From an optimization exercise on the open Yosys and OpenROAD flow, aimed at a short achievable clock period and few clock cycles; shortcuts taken in it are not production practice. RTL that was checked went through simulation tests only; none was proved equivalent to the original. Power is estimated from default activity; no workload was simulated.

==> flow/design.v (excerpt) <==
module byte_unit_top (
  input clk,
  input rstn,
  output  [7:0] imem_addr,
  input  [20:0] imem_data,
  output  [7:0] dmem_addr,
  output        dmem_we,
  output [15:0] dmem_wdata,
  input  [15:0] dmem_rdata,
  input  sema_valid_i,
  input  sema_data_i,
  output sema_ready_o,
  input  sema_is_empty_i,
  output sema_write_o,
  output sema_data_o,
  output halted
);
Settings: LEC_CHECK=0, ABC_CLOCK_PERIOD_IN_PS=2400, CAP_MARGIN=20, CORE_MARGIN=2, CORE_UTILIZATION=40, SETUP_SLACK_MARGIN=2.6, SLEW_MARGIN=20; clock period 5.0 ns.
run.sh (not shown) runs the stock make flow with config.mk's settings and CLKGATE_MAP_FILE= SYNTH_SCRIPT=/design/flow/synth_recipe.tcl, a recipe that flattens the netlist after the stock synthesis.
The baseline completed with no timing, DRC or antenna violations.
Testbench counts at the start, summed over its fixed seeds: cycles 21,809.
==> next run, changes <==
--- a/flow/config.mk
+++ b/flow/config.mk
@@ -8 +8 @@
-export ABC_CLOCK_PERIOD_IN_PS = 2400
+export ABC_CLOCK_PERIOD_IN_PS = 2000
@@ -11,2 +11,3 @@
-export CORE_UTILIZATION = 40
-export SETUP_SLACK_MARGIN = 2.6
+export CORE_UTILIZATION = 30
+export PLACE_DENSITY = 0.5
+export SETUP_SLACK_MARGIN = 2.2
Outcome: Cell area goes down by 6.1%; worst hold slack loses 0.047 ns; first-iteration DRC count goes down by 26%; clock skew goes down by 0.032 ns; combinational power goes down by about 10%; cell count goes up by 3.7%; clock power goes up by about 2%.

========
main:
Another version of the RTL of byte_unit_top (not shown whole).
Size: ~6,600 cells after synthesis, about 900 flip-flops, ~60,000 µm² of cells after synthesis.
==> flow/config.mk <==
export PLATFORM = sky130hd
export DESIGN_NAME = byte_unit_top
export DESIGN_NICKNAME = byte_unit_top
export VERILOG_FILES = /design/flow/design.v
export SDC_FILE = /design/flow/constraint.sdc
export NUM_CORES = 4
export LEC_CHECK = 0
export ABC_CLOCK_PERIOD_IN_PS = 2000
export CAP_MARGIN = 40
export CORE_MARGIN = 2
export CORE_UTILIZATION = 45
export SETUP_SLACK_MARGIN = 2.6
export SLEW_MARGIN = 40
==> flow/constraint.sdc <==
create_clock -name core_clock -period 5.0 [get_ports {clk}]
set_input_delay 1.0000 -clock core_clock [delete_from_list [all_inputs] [get_ports {clk}]]
set_output_delay 1.0000 -clock core_clock [all_outputs]
set_load 0.01 [all_outputs]
main: done, clean on timing, DRC and antenna
Testbench counts of main, summed over its fixed seeds: cycles 19,378.
For the feature branch, these inputs were changed with respect to main:
- ABC_CLOCK_PERIOD_IN_PS now 2400, was 2000
- CORE_UTILIZATION now 40, was 45
==> summary.txt <==
Comparing the feature branch and main, the higher portion of total power attributed to combinational logic is on main. Total of clock buffers placed in the layout sits lower in the feature branch than in main. Proportion of synthesized area in mux cells essentially unchanged between main and the feature branch. The feature branch ended with more number of signal-net buffers in the layout than main. On overall global routing resource usage: between the feature branch and main, it ends up higher for main. Diff main -> the feature branch: area of all placed cells without fillers went up; fraction of area in registers went down; area used by multi-input combinational logic went up; global-route wire length before repair did not really move; total power of the final layout went down. Relative to main, the wire length on met1 measured on the feature branch has increased by a few percent.

========
Setup of job 6300:
byte_unit_top, a different RTL version from the one above (not shown whole).
Size: roughly 3,800 cells after synthesis, about 560 flip-flops, about 79 I/O pins, roughly 37,000 µm² of cells after synthesis.
==> flow/config.mk <==
export PLATFORM = sky130hd
export DESIGN_NAME = byte_unit_top
export DESIGN_NICKNAME = byte_unit_top
export VERILOG_FILES = /design/flow/design.v
export SDC_FILE = /design/flow/constraint.sdc
export NUM_CORES = 4
export LEC_CHECK = 0
export ABC_CLOCK_PERIOD_IN_PS = 2400
export CAP_MARGIN = 20
export CORE_MARGIN = 2
export CORE_UTILIZATION = 40
export SETUP_SLACK_MARGIN = 2.6
export SLEW_MARGIN = 20
==> flow/constraint.sdc <==
create_clock -name core_clock -period 5.0 [get_ports {clk}]
set_input_delay 1.0000 -clock core_clock [delete_from_list [all_inputs] [get_ports {clk}]]
set_output_delay 1.0000 -clock core_clock [all_outputs]
set_load 0.01 [all_outputs]
#### Input delta (job 7553 over job 6300)
- SETUP_SLACK_MARGIN no longer set, was 2.6
- ABC_CLOCK_PERIOD_IN_PS no longer set, was 2400
==> summary.txt <==
- Summary of job 7553 over job 6300: placed cell count held, total global-route track usage went down 4.3 points, net load switching power went down 2.6 mW, net total in the final layout went down about 11%.
Function was not checked in any run of this note: the RTL went through the layout flow alone.

## static timing again, ports no longer ideal
The flow's constraints put no driver on any port. The routed layouts listed below were extracted and timed again, unchanged, in two steps. Step 1, drivers: a clkbuf_16 drives clk and a buf_2 each remaining input, both assumed. Step 2 times the ports against the registers' clock, not the clock port: input delays grow and output delays shrink by t, the midpoint of the rising clock arrivals with the driver on. a / b / c = ideal ports / drivers / drivers and shift; a / b = the first two.
| run | t, ns | setup slack, ns | hold WS [ns] | clock arrival spread, ns | cell pins on the clock port's net |
|---|---|---|---|---|---|
| the first run of note 1 | 0.742 | 1.692 / 1.692 / 1.519 | 0.378 / 0.369 / 0.406 | 0.078 / 0.078 | 1 |
| the second run of note 1 | 0.788 | 1.719 / 1.719 / 1.244 | 0.331 / 0.331 / 0.411 | 0.045 / 0.045 | 1 |
| main | 0.867 | 1.566 / 1.566 / 0.850 | 0.096 / 0.061 / 0.329 | 0.127 / 0.127 | 1 |
| the feature branch | 0.831 | 1.618 / 1.618 / 0.979 | 0.093 / 0.072 / 0.330 | 0.125 / 0.125 | 1 |
| job 6300 | 0.711 | 0.901 / 0.901 / 0.901 | 0.368 / 0.349 / 0.399 | 0.040 / 0.040 | 1 |
| job 7553 | 0.694 | 0.328 / 0.328 / 0.328 | 0.365 / 0.344 / 0.418 | 0.056 / 0.057 | 1 |
After both steps setup and hold are still met in every run listed. The setup slack of main, which loses most, moves by 0.000 ns with the drivers and by -0.716 ns with both steps.
